This is an optimization exercise on Yosys and OpenROAD, whose aim is small area and a short achievable clock period, not a production implementation.
RTL that was checked went through simulation tests only; none was proved equivalent to the original.
Power is estimated from default activity; no workload was simulated.

Design systolic_array, start of the top module:
module systolic_array #(
  parameter int ROW_DIM = 4
) (
  input logic clk, rst,
  input logic en, clear,
  input logic signed [7:0] row0_in, row1_in, row2_in, row3_in,
  input logic signed [7:0] col0_in, col1_in, col2_in, col3_in,
  output logic signed [31:0] mac00, mac01, mac02, mac03,  
  output logic signed [31:0] mac10, mac11, mac12, mac13,
  output logic signed [31:0] mac20, mac21, mac22, mac23,
  output logic signed [31:0] mac30, mac31, mac32, mac33
);
  logic [7:0] x1 [4], x2 [4], x3 [4];
  logic [3:1] valid;
  logic [7:0] col_in [4];
  assign col_in[0] = col0_in;
  assign col_in[1] = col1_in;
  assign col_in[2] = col2_in;
  assign col_in[3] = col3_in;
  always_ff @(posedge clk or posedge rst) begin
    if (rst) valid <= '0;
    else if (clear) valid <= '0;
    else if (en) valid <= {valid[2:1], 1'b1};
  end
  logic zero;
  always_ff @(posedge clk or posedge rst) begin
    if (rst) zero <= 1'b1;
    else zero <= clear | (zero & ~en);
  end
  always_ff @(posedge clk) begin
    if (en) begin
      for (int c = 0; c < 4; c++) begin
        x1[c] <= col_in[c];
        x2[c] <= x1[c];
        x3[c] <= x2[c];
      end
    end
  end
  ...
clock: 9.0 ns
lec_check: 0
cap_margin: 20
core_margin: 2
core_utilization: 62
cts_buf_list: sky130_fd_sc_hd__clkbuf_4 sky130_fd_sc_hd__clkbuf_8
setup_slack_margin: 4.1
slew_margin: 20
synth_hierarchical: 1
standard.sh (not shown) runs the stock make flow with config.mk's settings and CLKGATE_MAP_FILE= SYNTH_SCRIPT=/design/flow/synth_recipe.tcl, a recipe that flattens the netlist after the stock synthesis.
==> flow/flow/run.sh <==
#!/bin/bash
# Standard ORFS layout with three changes:
#  - after the standard synthesis, full adders are re-polarised (flow/fapol.py)
#    to drop most of the inverters Yosys leaves between them;
#  - input ports are buffered with buf_4 (flow/pre_place.tcl) and output
#    ports with buf_1, instead of the default buffer cell.
# Each tool's output goes to a log file of its own in this folder.
set -euo pipefail
R=orfs/results/${FLOW_PLATFORM}/systolic_array/base
bash standard.sh synth > synth.log 2>&1
python3 flow/fapol.py $R/1_2_yosys.v $R/1_2_yosys_pol.v > fapol.log 2>&1
cp $R/1_2_yosys.v 1_2_yosys_std.v
mv $R/1_2_yosys_pol.v $R/1_2_yosys.v
rm -f $R/1_synth.odb $R/1_synth.sdc
export PRE_GLOBAL_PLACE_TCL=$PWD/flow/pre_place.tcl
export POST_GLOBAL_PLACE_TCL=$PWD/flow/post_place.tcl
export BUFFER_PORTS_ARGS="-outputs -buffer_cell sky130_fd_sc_hd__buf_1"
bash standard.sh finish > layout.log 2>&1
Other scripts of this flow, unchanged in this note and not shown: flow/flow/fapol.py, flow/flow/post_place.tcl, flow/flow/pre_place.tcl
Edit:
--- a/flow/config.mk
+++ b/flow/config.mk
@@ -12 +12 @@
-export SETUP_SLACK_MARGIN = 4.1
+export SETUP_SLACK_MARGIN = 3.9
Result: The changed run finished with timing, DRC and antenna clean. Synthesized cell count does not change. Total power shrinks by a few percent. Clock skew is lower by 0.0085 ns. Routed wire length is lower by a few percent. Sequential cell count is unchanged. Utilization is lower by 1.5 points. Final cell count went down slightly. Sequential power stays flat. Cell area went down by a few percent. Global-route usage falls by 0.57 points.
Edit:
--- a/flow/config.mk
+++ b/flow/config.mk
@@ -10,3 +10,2 @@
-export CORE_UTILIZATION = 62
-export CTS_BUF_LIST = sky130_fd_sc_hd__clkbuf_4 sky130_fd_sc_hd__clkbuf_8
-export SETUP_SLACK_MARGIN = 3.9
+export CORE_UTILIZATION = 40
+export SETUP_SLACK_MARGIN = 3.5
Effect:
- routed wire length rises by 0.91%
- utilization drops by 27 points
- die area grows by about 54%
- synthesized cell count is unchanged
- power drops by 0.67%
- critical path depth drops by 1
- worst setup slack loses 0.28 ns
Edit:
--- a/flow/config.mk
+++ b/flow/config.mk
@@ -10,2 +10,3 @@
-export CORE_UTILIZATION = 40
-export SETUP_SLACK_MARGIN = 3.5
+export CORE_UTILIZATION = 70
+export CTS_BUF_LIST = sky130_fd_sc_hd__clkbuf_4 sky130_fd_sc_hd__clkbuf_8
+export SETUP_SLACK_MARGIN = 3.7
Effect: Global-route usage is higher by 14 points; clock-buffer cell count went up by 33; setup slack improves by 0.18 ns; worst hold slack improves by 0.0061 ns; die area fell by 42%; flip-flop and latch count does not change; cell area came out lower by 1.6%; fmax grows by 3.5%; power decreases by 2.7%; non-clock buffer count grows by 14.

========
systolic_array, a different RTL version from the one above (not shown whole).
For scale: about 6100 cells after synthesis, roughly 580 I/O pins, ~60000 µm² of cells after synthesis.
Settings: LEC_CHECK=0, CAP_MARGIN=20, CORE_MARGIN=2, CORE_UTILIZATION=62, CTS_BUF_LIST=sky130_fd_sc_hd__clkbuf_4 sky130_fd_sc_hd__clkbuf_8, SETUP_SLACK_MARGIN=3.6, SLEW_MARGIN=20, SYNTH_HIERARCHICAL=1; clock period 9.0 ns.
Scripts as last shown in full above: flow/flow/run.sh
Other scripts of this flow, unchanged in this note and not shown: flow/flow/fapol.py, flow/flow/post_place.tcl, flow/flow/pre_place.tcl
Then changed:
- PLACE_DENSITY: unset -> 0.75
- SETUP_SLACK_MARGIN: 3.6 -> 3.7
The changed run passed the timing, design-rule and antenna checks.
Maximum frequency climbs by about 1.7%.
Final area stays flat.
Clock skew climbs by 0.0090 ns.
Die area is unchanged.
Routed wire length drops by about 1.1%.
Total power barely changes.
Global-route usage climbs by 0.14 points.
Via count climbs by about 0.6%.
Then changed:
- CORE_UTILIZATION: 62 -> 66
- PLACE_DENSITY: 0.75 -> unset
- SETUP_SLACK_MARGIN: 3.7 -> 3.8
What happened: Worst hold slack is better by 0.0030 ns; via count increases by 0.41%; synthesized cell count is unchanged.

========
Another version of the RTL of systolic_array (not shown whole).
For scale: roughly 61000 um2 of cells after synthesis.
==> flow/config.mk <==
export PLATFORM = sky130hd
export DESIGN_NAME = systolic_array
export DESIGN_NICKNAME = systolic_array
export VERILOG_FILES = /design/flow/design.v
export SDC_FILE = /design/flow/constraint.sdc
export NUM_CORES = 4
export LEC_CHECK = 0
export CAP_MARGIN = 20
export CORE_MARGIN = 2
export CORE_UTILIZATION = 40
export SETUP_SLACK_MARGIN = 3.5
export SLEW_MARGIN = 20
export SYNTH_HIERARCHICAL = 1
==> flow/constraint.sdc <==
create_clock -name core_clock -period 9.0 [get_ports {clk}]
set_input_delay 1.8000 -clock core_clock [delete_from_list [all_inputs] [get_ports {clk}]]
set_output_delay 1.8000 -clock core_clock [all_outputs]
set_load 0.01 [all_outputs]
==> flow/flow/run.sh <==
#!/bin/bash
# Standard ORFS layout with three changes:
#  - after the standard synthesis, full adders are re-polarised (flow/fapol.py)
#    to drop most of the inverters Yosys leaves between them;
#  - input ports are buffered with buf_4 (flow/pre_place.tcl) and output
#    ports with buf_1, instead of the default buffer cell.
# Each tool's output goes to a log file of its own in this folder.
set -euo pipefail
R=orfs/results/${FLOW_PLATFORM}/systolic_array/base
bash standard.sh synth > synth.log 2>&1
python3 flow/fapol.py $R/1_2_yosys.v $R/1_2_yosys_pol.v > fapol.log 2>&1
cp $R/1_2_yosys.v 1_2_yosys_std.v
mv $R/1_2_yosys_pol.v $R/1_2_yosys.v
rm -f $R/1_synth.odb $R/1_synth.sdc
export PRE_GLOBAL_PLACE_TCL=$PWD/flow/pre_place.tcl
export BUFFER_PORTS_ARGS="-outputs -buffer_cell sky130_fd_sc_hd__buf_1"
bash standard.sh finish > layout.log 2>&1
==> flow/flow/pre_place.tcl <==
# Buffer the input ports here with buf_4; global_place.tcl then buffers the
# outputs. The input buffers are marked dont_touch so that the timing-driven
# placement's remove_buffers keeps them.
buffer_ports -inputs -buffer_cell sky130_fd_sc_hd__buf_4
foreach port [get_ports -filter "direction == input"] {
  foreach pin [get_pins -of_objects [get_nets -of_objects $port]] {
    set inst [get_cells -of_objects $pin]
    if {[get_property $inst ref_name] == "sky130_fd_sc_hd__buf_4"} {
      set_dont_touch $inst
    }
  }
}
Other scripts of this flow, unchanged in this note and not shown: flow/flow/fapol.py
The first run did not get past 3_3_place_gp (STA-0100).
Change:
==> flow/flow/pre_place.tcl (replaced) <==
# Remove synthesis buffers (as the timing-driven placement does) and buffer
# the input ports here with buf_4; global_place.tcl then buffers the outputs.
# The input buffers are marked dont_touch so that the timing-driven
# placement's remove_buffers keeps them.
remove_buffers
buffer_ports -inputs -buffer_cell sky130_fd_sc_hd__buf_4
foreach inst [get_cells -filter "ref_name == sky130_fd_sc_hd__buf_4"] {
  set_dont_touch $inst
}
=> With this change the flow completed with no timing, DRC or antenna violations; synthesized cell count is unchanged; area after synthesis does not change.
Function was not checked in any run of this note: the RTL went through the layout flow alone.

========
systolic_array, a different RTL version from the one above (not shown whole).
For scale: ~6,100 cells after synthesis, roughly 580 I/O pins, ~61,000 µm² of cells after synthesis.
==> flow/config.mk <==
export PLATFORM = sky130hd
export DESIGN_NAME = systolic_array
export DESIGN_NICKNAME = systolic_array
export VERILOG_FILES = /design/flow/design.v
export SDC_FILE = /design/flow/constraint.sdc
export NUM_CORES = 4
export LEC_CHECK = 0
export CAP_MARGIN = 20
export CORE_MARGIN = 2
export CORE_UTILIZATION = 40
export SETUP_SLACK_MARGIN = 4
export SLEW_MARGIN = 20
export SYNTH_HIERARCHICAL = 1
==> flow/constraint.sdc <==
create_clock -name core_clock -period 9.0 [get_ports {clk}]
set_input_delay 1.8000 -clock core_clock [delete_from_list [all_inputs] [get_ports {clk}]]
set_output_delay 1.8000 -clock core_clock [all_outputs]
set_load 0.01 [all_outputs]
run.sh (not shown) runs the stock make flow with config.mk's settings and CLKGATE_MAP_FILE= SYNTH_SCRIPT=/design/flow/synth_recipe.tcl, a recipe that flattens the netlist after the stock synthesis.
Stock flow here: none of the scripts above is used.
Next try:
Settings changed: SETUP_SLACK_MARGIN 4 to 3.
Effect: The changed run finished clean; total power fell by 9.0%; flip-flop and latch count is unchanged; design area fell by 8.2%; setup slack degrades by 0.26 ns.
Function was not checked in any run of this note: the RTL went through the layout flow alone.

========
systolic_array, a different RTL version from the one above (not shown whole).
Size: about 640 flip-flops, about 580 I/O pins.
Settings: LEC_CHECK=0, CAP_MARGIN=20, CORE_MARGIN=2, CORE_UTILIZATION=40, SETUP_SLACK_MARGIN=3, SLEW_MARGIN=20; clock period 9.0 ns.
The starting point produced a clean layout.
Edit:
Settings changed: SYNTH_HIERARCHICAL set to 1.
After rerunning: Fmax hardly moves. Count of clock-buffer cells in the layout shrinks by 12. Area after synthesis is about the same. Synthesized cell count shrinks by about 3.6%. First-iteration DRC count shrinks by 17%. Critical path depth shrinks by 1. Hold slack gains 0.027 ns. Die area stays flat. Design area shrinks by about 0.8%. Routed wire length shrinks by about 2.3%.
Function was not checked in any run of this note: the RTL went through the layout flow alone.

========
RTL: one of the versions met above, not the one the previous note started from.
Size in the first run: roughly 6100 cells after synthesis, about 60000 µm² of cells after synthesis.
Design systolic_array, start of the top module:
module systolic_array #(
  parameter int ROW_DIM = 4
) (
  input logic clk, rst,
  input logic en, clear,
  input logic signed [7:0] row0_in, row1_in, row2_in, row3_in,
  input logic signed [7:0] col0_in, col1_in, col2_in, col3_in,
  output logic signed [31:0] mac00, mac01, mac02, mac03,  
  output logic signed [31:0] mac10, mac11, mac12, mac13,
  output logic signed [31:0] mac20, mac21, mac22, mac23,
  output logic signed [31:0] mac30, mac31, mac32, mac33
);
  logic [7:0] x1 [4], x2 [4], x3 [4];
  logic [3:1] valid;
  logic [7:0] col_in [4];
  assign col_in[0] = col0_in;
  assign col_in[1] = col1_in;
  assign col_in[2] = col2_in;
  assign col_in[3] = col3_in;
  always_ff @(posedge clk or posedge rst) begin
    if (rst) valid <= '0;
    else if (clear) valid <= '0;
    else if (en) valid <= {valid[2:1], 1'b1};
  end
  logic zero;
  always_ff @(posedge clk or posedge rst) begin
    if (rst) zero <= 1'b1;
    else zero <= clear | (zero & ~en);
  end
  always_ff @(posedge clk) begin
    if (en) begin
      for (int c = 0; c < 4; c++) begin
        x1[c] <= col_in[c];
        x2[c] <= x1[c];
        x3[c] <= x2[c];
      end
    end
  end
  logic [7:0] a0, a1, a2, a3;
  assign a0 = row0_in & {8{en}};
  assign a1 = row1_in & {8{en}};
  assign a2 = row2_in & {8{en}};
  assign a3 = row3_in & {8{en}};
  logic [7:0] b1 [4], b2 [4], b3 [4];
  always_comb begin
    for (int c = 0; c < 4; c++) begin
      b1[c] = x1[c] & {8{valid[1]}};
  ...
clock: 9.0 ns
lec_check: 0
cap_margin: 20
core_margin: 2
core_utilization: 62
cts_buf_list: sky130_fd_sc_hd__clkbuf_4 sky130_fd_sc_hd__clkbuf_8
gpl_routability_driven: 0
place_density: 0.75
setup_slack_margin: 3.7
slew_margin: 20
synth_hierarchical: 1
standard.sh (not shown) runs the stock make flow with config.mk's settings and CLKGATE_MAP_FILE= SYNTH_SCRIPT=/design/flow/synth_recipe.tcl, a recipe that flattens the netlist after the stock synthesis.
==> flow/flow/run.sh <==
#!/bin/bash
# Standard ORFS layout with three changes:
#  - after the standard synthesis, full adders are re-polarised (flow/fapol.py)
#    to drop most of the inverters Yosys leaves between them;
#  - input ports are buffered with buf_4 (flow/pre_place.tcl) and output
#    ports with buf_1, instead of the default buffer cell.
# Each tool's output goes to a log file of its own in this folder.
set -euo pipefail
R=orfs/results/${FLOW_PLATFORM}/systolic_array/base
bash standard.sh synth > synth.log 2>&1
python3 flow/fapol.py $R/1_2_yosys.v $R/1_2_yosys_pol.v > fapol.log 2>&1
cp $R/1_2_yosys.v 1_2_yosys_std.v
mv $R/1_2_yosys_pol.v $R/1_2_yosys.v
rm -f $R/1_synth.odb $R/1_synth.sdc
export PRE_GLOBAL_PLACE_TCL=$PWD/flow/pre_place.tcl
export POST_GLOBAL_PLACE_TCL=$PWD/flow/post_place.tcl
export BUFFER_PORTS_ARGS="-outputs -buffer_cell sky130_fd_sc_hd__buf_1"
bash standard.sh finish > layout.log 2>&1
Other scripts of this flow, unchanged in this note and not shown: flow/flow/fapol.py, flow/flow/post_place.tcl, flow/flow/pre_place.tcl
The baseline finished clean.
==> next run, changes <==
--- a/flow/config.mk
+++ b/flow/config.mk
@@ -11,4 +11,2 @@
 export CTS_BUF_LIST = sky130_fd_sc_hd__clkbuf_4 sky130_fd_sc_hd__clkbuf_8
-export GPL_ROUTABILITY_DRIVEN = 0
-export PLACE_DENSITY = 0.75
 export SETUP_SLACK_MARGIN = 3.7
Result:
- final cell count barely changes
- die area stays the same
- worst hold slack degrades by 0.0036 ns

========
Setup of run a:
systolic_array with an RTL version that a note above also has.
Size in the first run: ~580 I/O pins, about 62000 um^2 of cells after synthesis.
==> flow/config.mk <==
export PLATFORM = sky130hd
export DESIGN_NAME = systolic_array
export DESIGN_NICKNAME = systolic_array
export VERILOG_FILES = /design/flow/design.v
export SDC_FILE = /design/flow/constraint.sdc
export NUM_CORES = 4
export LEC_CHECK = 0
export CAP_MARGIN = 20
export CORE_MARGIN = 2
export CORE_UTILIZATION = 62
export CTS_BUF_LIST = sky130_fd_sc_hd__clkbuf_4 sky130_fd_sc_hd__clkbuf_8
export SETUP_SLACK_MARGIN = 3.7
export SLEW_MARGIN = 20
export SYNTH_HIERARCHICAL = 1
==> flow/constraint.sdc <==
create_clock -name core_clock -period 9.0 [get_ports {clk}]
set_input_delay 1.8000 -clock core_clock [delete_from_list [all_inputs] [get_ports {clk}]]
set_output_delay 1.8000 -clock core_clock [all_outputs]
set_load 0.01 [all_outputs]
Scripts as last shown in full above: flow/flow/run.sh
Other scripts of this flow, unchanged in this note and not shown: flow/flow/fapol.py, flow/flow/post_place.tcl, flow/flow/pre_place.tcl
Run a finished all stages; the layout is clean.
> inputs changed (run a -> run b)
Settings: SETUP_SLACK_MARGIN: 3.7 -> 3.5.
[summary]
Timing endpoint of the critical path: u10.lo_q[14] -> run b, u12.lo_q[14] -> run a
Looking at post-route worst setup slack, run b sits 200 ps below run a.
Re final cell utilization of the core: run b is 0.85 points down on run a.
[compare] base=run a new=run b: sequential cell area comparable, total via count in the routed design now smaller, total internal power now smaller, final-layout clock buffer total now smaller.

port drivers added, routing unchanged:
How much do the figures lean on ideal ports? The routed layouts below were timed once more, with nothing changed but the port constraints.
Step 1: set_driving_cell puts a clkbuf_16 on clk and a buf_2 on each other input, an assumption about the parent block.
Step 2 adds t to the input delays and takes it off the output delays; t is the mean of the earliest and latest rising clock arrival at the registers after step 1. Input paths then give back, and output paths get back, about the clock's delay inside the block.
Three values: no drivers, after step 1, after step 2; two values: the first two.
run | t (ns) | slack for setup (ns) | worst setup path after step 2 | pins driven straight from the clock port
the first run of note 1 | 0.865 | 3.820 / 3.198 / 2.333 | input to register | 1
the second run of note 1 | 0.873 | 3.843 / 3.339 / 2.467 | input to register | 1
the third run of note 1 | 0.758 | 3.559 / 3.301 / 2.543 | input to register | 1
the fourth run of note 1 | 0.849 | 3.742 / 3.458 / 2.609 | input to register | 1
the first run of note 2 | 0.870 | 3.679 / 3.447 / 2.577 | input to register | 1
the second run of note 2 | 0.871 | 3.766 / 3.509 / 2.638 | input to register | 1
the third run of note 2 | 0.891 | 3.832 / 3.531 / 2.640 | input to register | 1
the second run of note 3 | 0.768 | 3.100 / 2.995 / 2.227 | input to register | 1
the first run of note 4 | 0.764 | 3.220 / 3.112 / 2.349 | input to register | 1
the second run of note 4 | 0.772 | 2.957 / 2.853 / 2.081 | input to register | 1
the first run of note 5 | 0.778 | 3.079 / 3.008 / 2.230 | input to register | 1
the second run of note 5 | 0.776 | 3.087 / 2.962 / 2.187 | input to register | 1
the first run of note 6 | 0.871 | 3.766 / 3.509 / 2.638 | input to register | 1
the second run of note 6 | 0.875 | 3.766 / 3.466 / 2.591 | input to register | 1
run a | 0.875 | 3.737 / 3.530 / 2.655 | input to register | 1
run b | 0.861 | 3.533 / 3.286 / 2.425 | input to register | 1
After both steps setup and hold are still met in every run listed. For the first run of note 1, which loses most, drivers alone change the setup slack by -0.622 ns; drivers and shift together by -1.487 ns.
